Source: an optimization exercise on an open RTL-to-GDS flow (aim: small area and a short achievable clock period). Production flows keep margins and buffers that such runs may drop. At most, simulation tests tie the RTL to the original design; equivalence was not proved. No activity file was given, so power comes from the tool's default toggle rates.

## juniper
Design MMU, start of the top module:
module MMU #(parameter depth=4, bit_width=8, acc_width=32, size=4)
(
   input          clk,
   input          control,
   input  [31:0]  data_arr,
   input  [31:0]  wt_arr,
   output [127:0] acc_out
);
   reg        c1;           
   reg [31:0] d [0:2];      
   always @(posedge clk) begin
      c1   <= control;
      d[0] <= control ? 32'd0 : data_arr;
      d[1] <= control ? 32'd0 : d[0];
      d[2] <= control ? 32'd0 : d[1];
   end
   genvar r;
   generate
      for (r = 0; r < 4; r = r + 1) begin : row
         wire [31:0] xr = (r == 0) ? data_arr : d[r-1];
         wire [7:0]  w1, w2, w3, w4;
         wire [15:0] a1;
         wire [16:0] a2;
         wire [17:0] a3, a4;
         if (r == 0) begin : g0
            wire [9:0] t1, t2, t3, t4;
            wire [9:0] t0 = {2'b00, wt_arr[7:0]} + {1'b0, wt_arr[7:0], 1'b0};
            MAC_R0_0_16 u_c0 (.clk(clk), .ld(control), .clr(c1), .x(xr[7:0]),
               .wt_in(wt_arr[8*r +: 8]), .w3_in(t0), .wt_out(w1), .w3_out(t1),
               .acc_out(a1));
            MAC_R0_16_17 u_c1 (.clk(clk), .ld(control), .clr(c1), .x(xr[15:8]),
  ...
For scale: roughly 4800 cells after synthesis, roughly 190 I/O pins, about 57000 µm² of cells after synthesis.
==> flow/config.mk <==
export PLATFORM = sky130hd
export DESIGN_NAME = MMU
export DESIGN_NICKNAME = MMU
export VERILOG_FILES = /design/flow/design.v
export SDC_FILE = /design/flow/constraint.sdc
export NUM_CORES = 4
export LEC_CHECK = 0
export CAP_MARGIN = 20
export CORE_MARGIN = 2
export CORE_UTILIZATION = 65
export SETUP_SLACK_MARGIN = 4.2
export SLEW_MARGIN = 20
==> flow/constraint.sdc <==
create_clock -name core_clock -period 7.0 [get_ports {clk}]
set_input_delay 1.4000 -clock core_clock [delete_from_list [all_inputs] [get_ports {clk}]]
set_output_delay 1.4000 -clock core_clock [all_outputs]
set_load 0.01 [all_outputs]
standard.sh (not shown) runs the stock make flow with config.mk's settings and CLKGATE_MAP_FILE= SYNTH_SCRIPT=/design/flow/synth_recipe.tcl, a recipe that flattens the netlist after the stock synthesis.
==> flow/flow/run.sh <==
#!/bin/bash
# Layout flow: the standard flow (standard.sh), with one change to
# synthesis: Yosys's synth runs without the quick ABC pass of its fine stage
# (synth -noabc), so that extract_fa meets the full and half adders as the
# RTL writes them and maps them without inverters around them. Registers
# and everything after synthesis are as in the standard flow.
set -euo pipefail
work=$(pwd)
sed 's/yosys synth -nofsm -noshare {\*}\$args/yosys synth -nofsm -noshare -noabc {*}$args/' \
  synth_recipe.tcl > own_synth.tcl
grep -q -- '-noabc' own_synth.tcl
bash standard.sh SYNTH_SCRIPT="$work/own_synth.tcl" finish > standard.log 2>&1
juniper finished every step from synthesis to the final layout, and the layout passed the timing, DRC and antenna checks.
Changes in willow relative to juniper:
# juniper
export LEC_CHECK = 0
export CAP_MARGIN = 20
export CORE_MARGIN = 2
export CORE_UTILIZATION = 65
export SETUP_SLACK_MARGIN = 4.2
export SLEW_MARGIN = 20
create_clock -name core_clock -period 7.0 [get_ports {clk}]
# willow
export LEC_CHECK = 0
export CAP_MARGIN = 20
export CORE_MARGIN = 2
export CORE_UTILIZATION = 40
export SETUP_SLACK_MARGIN = 4.2
export SLEW_MARGIN = 20
create_clock -name core_clock -period 7.0 [get_ports {clk}]
## What came out
Per the comparison of willow with juniper, number of hold violations in the final report flat; overall power consumption now sits at about the same level. Looking at utilization of the core after routing, willow sits 28 points below juniper. Going from juniper to willow, vertical die dimension grew by more than a quarter. Diff willow..juniper | sequential cell area | negligible. Minimum setup slack in the final design, willow and juniper: larger value in willow. Routed length on met3 (willow over juniper): decrease, 13%.
> inputs changed (willow -> yarrow)
# willow
export LEC_CHECK = 0
export CAP_MARGIN = 20
export CORE_MARGIN = 2
export CORE_UTILIZATION = 40
export SETUP_SLACK_MARGIN = 4.2
export SLEW_MARGIN = 20
create_clock -name core_clock -period 7.0 [get_ports {clk}]
# yarrow
export LEC_CHECK = 0
export CAP_MARGIN = 20
export CORE_MARGIN = 2
export CORE_UTILIZATION = 55
export CTS_CLUSTER_DIAMETER = 70
export CTS_CLUSTER_SIZE = 25
export SETUP_SLACK_MARGIN = 4.2
export SLEW_MARGIN = 20
create_clock -name core_clock -period 7.0 [get_ports {clk}]
==> results.txt <==
- Cmp yarrow vs willow: share of power burned in combinational logic higher in yarrow
- yarrow ends up with a post-cts sizing count that is 1 lower than in willow.
- In the tables for yarrow and willow, design area reads higher with willow.
- From willow to yarrow the numbers moved as follows: area growth from synthesis to layout went down by 2.9 points, leakage power went down by 1.8%.
- Relative to willow, the clock slew seen by the registers of the worst setup and hold paths of yarrow is higher by 0.02 ns.
- Re total power: willow was higher than yarrow.
#### Input delta (amber over yarrow)
# yarrow
export LEC_CHECK = 0
export CAP_MARGIN = 20
export CORE_MARGIN = 2
export CORE_UTILIZATION = 55
export CTS_CLUSTER_DIAMETER = 70
export CTS_CLUSTER_SIZE = 25
export SETUP_SLACK_MARGIN = 4.2
export SLEW_MARGIN = 20
create_clock -name core_clock -period 7.0 [get_ports {clk}]
# amber
export LEC_CHECK = 0
export CAP_MARGIN = 20
export CORE_MARGIN = 2
export CORE_UTILIZATION = 40
export CTS_CLUSTER_DIAMETER = 70
export CTS_CLUSTER_SIZE = 25
export SETUP_SLACK_MARGIN = 4.2
export SLEW_MARGIN = 20
create_clock -name core_clock -period 7.0 [get_ports {clk}]
Findings:
- Higher source-to-sink clock delay at the later pin of the worst-skew pair among amber and yarrow: amber
- Synthesized instance count came out exactly the same in amber and yarrow.
- Taking amber over yarrow, the number of fillers in the final layout ratio works out to 1.6.
- amber vs. yarrow: number of non-filler instances in the completed layout rose by 513, sequential share of layout area moved down, hold slack picked up an extra 0.013 ns, length of routed met3 wiring climbed 6.0%, final design area excluding fillers increased 1.2%.
- Area of the multi-input gates (higher): amber

========
== v11 ==
MMU, a different RTL version from the one above (not shown whole).
Size in the first run: about 4800 cells after synthesis, roughly 1000 flip-flops, ~190 I/O pins.
## MMU
module MMU #(parameter depth=4, bit_width=8, acc_width=32, size=4)
(
   input          clk,
   input          control,
   input  [31:0]  data_arr,
   input  [31:0]  wt_arr,
   output [127:0] acc_out
);
   reg        c1;           
   reg [31:0] dn [0:2];     
   always @(posedge clk) begin
      c1    <= control;
      dn[0] <= control ? 32'hffffffff : ~data_arr;
      dn[1] <= control ? 32'hffffffff : dn[0];
      dn[2] <= control ? 32'hffffffff : dn[1];
   end
   genvar r;
   generate
      for (r = 0; r < 4; r = r + 1) begin : row
         wire [31:0] xr = (r == 0) ? data_arr : dn[r-1];
         wire [7:0]  w1, w2, w3, w4;
         wire [15:0] a1;
         wire [16:0] a2;
         wire [17:0] a3, a4;
         if (r == 0) begin : g0
            wire [9:0] t1, t2, t3, t4;
            wire [9:0] t0 = {2'b00, wt_arr[7:0]} + {1'b0, wt_arr[7:0], 1'b0};
            MAC_R0_0_16 u_c0 (.clk(clk), .ld(control), .clr(c1), .x(xr[7:0]),
               .wt_in(wt_arr[8*r +: 8]), .w3_in(t0), .wt_out(w1), .w3_out(t1),
               .acc_out(a1));
            MAC_R0_16_17 u_c1 (.clk(clk), .ld(control), .clr(c1), .x(xr[15:8]),
               .wt_in(w1), .w3_in(t1), .acc_in(a1), .wt_out(w2), .w3_out(t2),
               .acc_out(a2));
            MAC_R0_17_18 u_c2 (.clk(clk), .ld(control), .clr(c1), .x(xr[23:16]),
               .wt_in(w2), .w3_in(t2), .acc_in(a2), .wt_out(w3), .w3_out(t3),
               .acc_out(a3));
  ...
clock: 7.0 ns
lec_check: 0
cap_margin: 20
core_margin: 2
core_utilization: 40
cts_cluster_diameter: 80
cts_cluster_size: 32
setup_slack_margin: 4.2
slew_margin: 20
tns_end_percent: 50
Scripts as last shown in full above: flow/flow/run.sh
### v11 -> v30
- swapping 4.2 for 4.0 in SETUP_SLACK_MARGIN
- swapping 40 for 70 in CORE_UTILIZATION
- clearing TNS_END_PERCENT, which used to be 50
==> results.txt <==
v30 against v11: worst slew slack as a fraction of its limit moved up, overall routed net length moved down, peak clock frequency supported by timing moved down, share of total power in the clock network moved down. Floorplan core area ends up lower on v30. met2 as the most used routing layer in global routing was reported by v11, and met1 by v30. v11 → v30: insertion delay of the later-clocked pin in the worst-skew pair went down by 60 ps, number of tap cells added at floorplan went down by about 40%. v30 vs. v11: post-route core utilization went up by 30 points.
## Diff of input files: v40 against v30
- CORE_UTILIZATION: 70 -> 40
- SETUP_SLACK_MARGIN: 4.0 -> 4.2
- CTS_CLUSTER_SIZE: 32 -> 25
- CTS_CLUSTER_DIAMETER: 80 -> 70
Between v40 and v30, share of the cycle needed by the critical path after routing is higher for v30, v40 comes in under that.
The routed wire length of v40 is higher than that of v30.
Of v40 and v30, the run reporting the higher number of levels the H-tree was split into was v40.
Diff v40 and v30: combined area of the multi-input logic cells higher in v40
Looking at number of non-filler instances in the completed layout, v40 sits 16% higher than v30 does.
v40: share of the core filled with cells in the final layout is 30 points lower than what v30 reported.
v30 → v40: maximum clock frequency saw an increase, worst-margin pin slew fell by 48 ps.
Relative to v40, the following input files were edited for v53:
- CTS_CLUSTER_DIAMETER now 80, was 70
- CTS_CLUSTER_SIZE now 32, was 25
- CORE_UTILIZATION now 60, was 40
Notes after the runs:
When v53 is measured against v40, its clock skew turns out 5.9 ps higher. Worst hold slack came out higher on v53 than on v40. v53 vs. v40: number of buffers added to fix hold violations after cts shows no meaningful change, peak supply drop lost about 18%. Taking v40 as the reference, in v53 non-clock buffer count decreased 4; sequential share of cell area increased 1.2 points. Diff v53..v40 | area taken by multi-input logic gates | negligible. Delta (v53 minus v40): critical path data arrival time went down 80 ps; post-cts gate resize count went up 13. Area enclosed by the die boundary | v53 below v40. Summary — met1 track utilization from global routing, v53 relative to v40: higher, by 13 points.

========
## v31
Starting RTL as in the previous note.
export LEC_CHECK = 0
export ABC_AREA = 1
export CAP_MARGIN = 20
export CORE_MARGIN = 2
export CORE_UTILIZATION = 40
export CTS_CLUSTER_DIAMETER = 80
export CTS_CLUSTER_SIZE = 32
export SETUP_SLACK_MARGIN = 4.2
export SLEW_MARGIN = 20
create_clock -name core_clock -period 7.0 [get_ports {clk}]
Scripts as last shown in full above: flow/flow/run.sh
Input-level comparison between v35 and v31:
Settings: removing ABC_AREA (formerly 1); changing CORE_UTILIZATION from 40 to 70.
==> comparison <==
- v35 ended up with row[1].gn.u_c0.acc_out[3]$_SDFF_PP0_ as its launching instance or port of the critical path; v31 ended up with row[2].gn.u_c2.wt_out[6]$_DFFE_PP_.
- Compared with v31, final weighted congestion of routability-driven global placement in v35 decreased slightly.
- v35: done, clean on timing, DRC and antenna
- [v35] number of vias in the routed layout fell 15% relative to v31
- Re share of the final layout cell area in multi-input gates: v35 is 3.2 points up on v31.
- Relative to v31, buffering stage count on the worst path with inverters included has gone up in v35.
- Diff v31 -> v35: sum of routed wire length over all layers went down, number of clock buffers in the layout went down, critical path depth went up, depth of the most critical reg-to-reg path went up.
- Against v31, v35 reports a arrival time of data at the critical path endpoint that is lower.
- The slew at the pin with the worst max-slew slack number comes out higher for v31 vs v35.

========
Starting RTL as in the previous note.
clock: 7.0 ns
lec_check: 0
cap_margin: 20
core_margin: 2
core_utilization: 70
cts_cluster_diameter: 80
cts_cluster_size: 32
setup_slack_margin: 4.1
slew_margin: 20
Scripts as last shown in full above: flow/flow/run.sh
The baseline ran to the end with no violations.
Then changed:
--- a/flow/config.mk
+++ b/flow/config.mk
@@ -9,6 +9,6 @@
 export CORE_MARGIN = 2
-export CORE_UTILIZATION = 70
-export CTS_CLUSTER_DIAMETER = 80
-export CTS_CLUSTER_SIZE = 32
-export SETUP_SLACK_MARGIN = 4.1
+export CORE_UTILIZATION = 40
+export CTS_CLUSTER_DIAMETER = 70
+export CTS_CLUSTER_SIZE = 25
+export SETUP_SLACK_MARGIN = 4.4
 export SLEW_MARGIN = 20
=> The changed run completed with no timing, DRC or antenna violations. Via count stays flat. Global-route usage decreases by 10 points. Clock skew rose by 18 ps.
Then changed:
--- a/flow/config.mk
+++ b/flow/config.mk
@@ -9,6 +9,6 @@
 export CORE_MARGIN = 2
-export CORE_UTILIZATION = 40
-export CTS_CLUSTER_DIAMETER = 70
-export CTS_CLUSTER_SIZE = 25
-export SETUP_SLACK_MARGIN = 4.4
+export CORE_UTILIZATION = 60
+export CTS_CLUSTER_DIAMETER = 75
+export CTS_CLUSTER_SIZE = 28
+export SETUP_SLACK_MARGIN = 4.2
 export SLEW_MARGIN = 20
Result: Non-clock buffer count decreases by 106. Fmax fell slightly. Setup slack loses 34 ps. Area after synthesis does not change. Count of clock-buffer cells in the layout shrinks by 27. Clock skew goes down by 15 ps.

========
Setup of P:
MMU, a different RTL version from the one above (not shown whole).
For scale: roughly 530 flip-flops, ~190 I/O pins.
Design MMU, start of the top module:
module MMU #(parameter depth=4, bit_width=8, acc_width=32, size=4)
(
   input          clk,
   input          control,
   input  [31:0]  data_arr,
   input  [31:0]  wt_arr,
   output [127:0] acc_out
);
Settings: LEC_CHECK=0, CAP_MARGIN=20, CORE_MARGIN=2, CORE_UTILIZATION=40, SLEW_MARGIN=20; clock period 7.0 ns.
run.sh (not shown) runs the stock make flow with config.mk's settings and CLKGATE_MAP_FILE= SYNTH_SCRIPT=/design/flow/synth_recipe.tcl, a recipe that flattens the netlist after the stock synthesis.
Stock flow here: none of the scripts above is used.
P: full flow OK, the timing, DRC and antenna checks passed
#### Input delta (Q over P)
-- flow/config.mk --
<<< P, line 6
export NUM_CORES = 4
export LEC_CHECK = 0
export CAP_MARGIN = 20
export CORE_MARGIN = 2
export CORE_UTILIZATION = 40
export SLEW_MARGIN = 20
>>> Q, line 6
export NUM_CORES = 4
export LEC_CHECK = 0
export ABC_CLOCK_PERIOD_IN_PS = 3000
export CAP_MARGIN = 20
export CORE_MARGIN = 2
export CORE_UTILIZATION = 40
export SETUP_SLACK_MARGIN = 2.5
export SLEW_MARGIN = 20
## What came out
No stage failed in Q, and the final checks on the layout all came back clean. Setup slack: Q more than P. Wire: Q routes more than P. Cell count: Q higher than P. On met2 layer wire length in the routed design: between Q and P, it ends up lower for P. | number of ordinary and repair buffers in the finished layout | Q vs P | about 180% higher |. Re share of flip-flops with an asynchronous set or reset after synthesis: no difference whatsoever between Q and P. When Q is set beside P, its power density normalized to cell area turns out to be about 6.5% larger. The period utilization in Q sits 5.7 points below the value recorded for P. Diff P -> Q | detailed placement HPWL | up slightly.
Function was not checked in any run of this note: the RTL went through the layout flow alone.

========
== v56 ==
RTL: one of the versions met above, not the one the previous note started from.
Size: about 4800 cells after synthesis, ~1000 flip-flops, ~190 I/O pins, about 55000 µm² of cells after synthesis.
Design MMU, start of the top module:
module MMU #(parameter depth=4, bit_width=8, acc_width=32, size=4)
(
   input          clk,
   input          control,
   input  [31:0]  data_arr,
   input  [31:0]  wt_arr,
   output [127:0] acc_out
);
   reg        c1;           
   reg [31:0] dn [0:2];     
   always @(posedge clk) begin
      c1    <= control;
      dn[0] <= control ? 32'hffffffff : ~data_arr;
      dn[1] <= control ? 32'hffffffff : dn[0];
      dn[2] <= control ? 32'hffffffff : dn[1];
   end
   genvar r;
   generate
      for (r = 0; r < 4; r = r + 1) begin : row
         wire [31:0] xr = (r == 0) ? data_arr : dn[r-1];
         wire [7:0]  w1, w2, w3, w4;
         wire [15:0] a1;
         wire [16:0] a2;
         wire [17:0] a3, a4;
         if (r == 0) begin : g0
            wire [9:0] t1, t2, t3, t4;
            wire [9:0] t0 = {2'b00, wt_arr[7:0]} + {1'b0, wt_arr[7:0], 1'b0};
            MAC_R0_0_16 u_c0 (.clk(clk), .ld(control), .clr(c1), .x(xr[7:0]),
               .wt_in(wt_arr[8*r +: 8]), .w3_in(t0), .wt_out(w1), .w3_out(t1),
               .acc_out(a1));
            MAC_R0_16_17 u_c1 (.clk(clk), .ld(control), .clr(c1), .x(xr[15:8]),
               .wt_in(w1), .w3_in(t1), .acc_in(a1), .wt_out(w2), .w3_out(t2),
               .acc_out(a2));
            MAC_R0_17_18 u_c2 (.clk(clk), .ld(control), .clr(c1), .x(xr[23:16]),
               .wt_in(w2), .w3_in(t2), .acc_in(a2), .wt_out(w3), .w3_out(t3),
               .acc_out(a3));
            MAC_R0_18_18 u_c3 (.clk(clk), .ld(control), .clr(c1), .x(xr[31:24]),
               .wt_in(w3), .w3_in(t3), .acc_in(a3), .wt_out(w4), .w3_out(t4),
               .acc_out(a4));
         end else begin : gn
            MAC_RN_0_16 u_c0 (.clk(clk), .ld(control), .clr(c1), .x(xr[7:0]),
               .wt_in(~wt_arr[8*r +: 8]), .wt_out(w1), .acc_out(a1));
            MAC_RN_16_17 u_c1 (.clk(clk), .ld(control), .clr(c1), .x(xr[15:8]),
               .wt_in(w1), .acc_in(a1), .wt_out(w2), .acc_out(a2));
            MAC_RN_17_18 u_c2 (.clk(clk), .ld(control), .clr(c1), .x(xr[23:16]),
  ...
clock: 7.0 ns
lec_check: 0
cap_margin: 20
core_margin: 2
core_utilization: 40
setup_slack_margin: 4.2
slew_margin: 20
standard.sh (not shown) runs the stock make flow with config.mk's settings and CLKGATE_MAP_FILE= SYNTH_SCRIPT=/design/flow/synth_recipe.tcl, a recipe that flattens the netlist after the stock synthesis.
Scripts as last shown in full above: flow/flow/run.sh
v56 did not stop at any stage, and its layout met the timing, DRC and antenna checks.
## Diff of input files: v7 against v56
- CTS_CLUSTER_SIZE now 32, previously not set
- CORE_UTILIZATION now 80, was 40
- CTS_CLUSTER_DIAMETER now 80, previously not set
Clock slew seen by the registers of the worst setup and hold paths ended up 0.05 ns higher on v7 than on v56. Going from v56 to v7, final design area excluding fillers decreased about 5%; power has decreased. Summary of v7 over v56: critical path depth went up, portion of the clock cycle consumed by the worst path in the final layout went up. Diff v56 -> v7: clock power -about 46%, clock-buffer cell count fell by 78, non-clock buffer count +21. Worst setup slack after layout in v7 is 0.095 ns lower than in v56.
Edits applied to the flow inputs when going from v7 to v21:
- CORE_UTILIZATION now 50, was 80
--- outcome ---
Of v21 and v7, the run reporting the lower synthesis-to-layout area growth was v7. The first element of the critical path comes out row[0].g0.u_c2.m[7]$_DFF_P_ in one run and row[2].gn.u_c2.acc_out[5]$_SDFF_PP0_ in the other, namely in v21 and v7 respectively. Taking v7 as the reference, in v21 slew at the pin closest to its max-slew limit picked up an extra 0.056 ns, met2 wire length lost 7700 µm, data required time at the worst endpoint picked up an extra 0.09 ns, part of the total power dissipated in the clock network picked up an extra 2.9 points, depth of the critical timing path with buffers and inverters included lost 2. The higher initial core utilization of v21 and v7 is in v7. Changes observed in v21 relative to v7: layout clock buffer count has decreased, portion of total power attributed to combinational logic went down by 1.4 points, post-cts repair resize count went down about 12%.

afterwards: timing with drivers on the ports:
The flow's constraints put no driver on any port. The routed layouts listed below were extracted and timed again, unchanged, in two steps.
Step 1 assumes that a clkbuf_16 drives the clock port and a buf_2 every other input.
Step 2 also shifts input and output timing later by t, the mid clock arrival at the registers, as if the neighbouring blocks saw the same clock.
a / b / c = no drivers / after step 1 / after step 2; a / b = the first two.
run	t, ns	slack for setup (ns)	worst setup path after step 2	worst register clock-pin slew, ns	pins driven straight from the clock port
juniper	0.740	4.181 / 4.181 / 3.554	input to register	0.06 / 0.06	1
willow	0.770	4.190 / 4.190 / 3.532	input to register	0.07 / 0.07	1
yarrow	0.712	4.145 / 4.145 / 3.538	input to register	0.09 / 0.09	1
amber	0.744	4.157 / 4.157 / 3.512	input to register	0.09 / 0.09	1
v11	0.740	4.131 / 4.161 / 3.422	input to register	0.12 / 0.12	1
v30	0.700	4.038 / 4.000 / 3.381	input to register	0.12 / 0.12	1
v40	0.767	4.169 / 4.169 / 3.483	input to register	0.09 / 0.09	1
v53	0.703	4.180 / 4.180 / 3.557	input to register	0.12 / 0.12	1
v31	0.750	4.257 / 4.215 / 3.533	input to register	0.11 / 0.11	1
v35	0.701	4.214 / 4.214 / 3.548	input to register	0.12 / 0.12	1
the first run of note 4	0.701	4.117 / 4.117 / 3.494	input to register	0.12 / 0.12	1
the second run of note 4	0.750	4.190 / 4.190 / 3.697	input to register	0.10 / 0.10	1
the third run of note 4	0.714	4.156 / 4.156 / 3.539	input to register	0.11 / 0.11	1
P	0.722	1.957 / 1.957 / 1.957	register to register	0.06 / 0.06	1
Q	0.720	2.359 / 2.359 / 2.359	register to register	0.06 / 0.06	1
v56	0.795	4.180 / 4.178 / 3.505	input to register	0.06 / 0.06	1
v7	0.686	4.085 / 4.085 / 3.564	input to register	0.12 / 0.12	1
v21	0.744	4.204 / 4.204 / 3.502	input to register	0.12 / 0.12	1
After both steps setup and hold are still met in every run listed. The setup slack of v31, which loses most, moves by -0.042 ns with the drivers and by -0.724 ns with both steps.
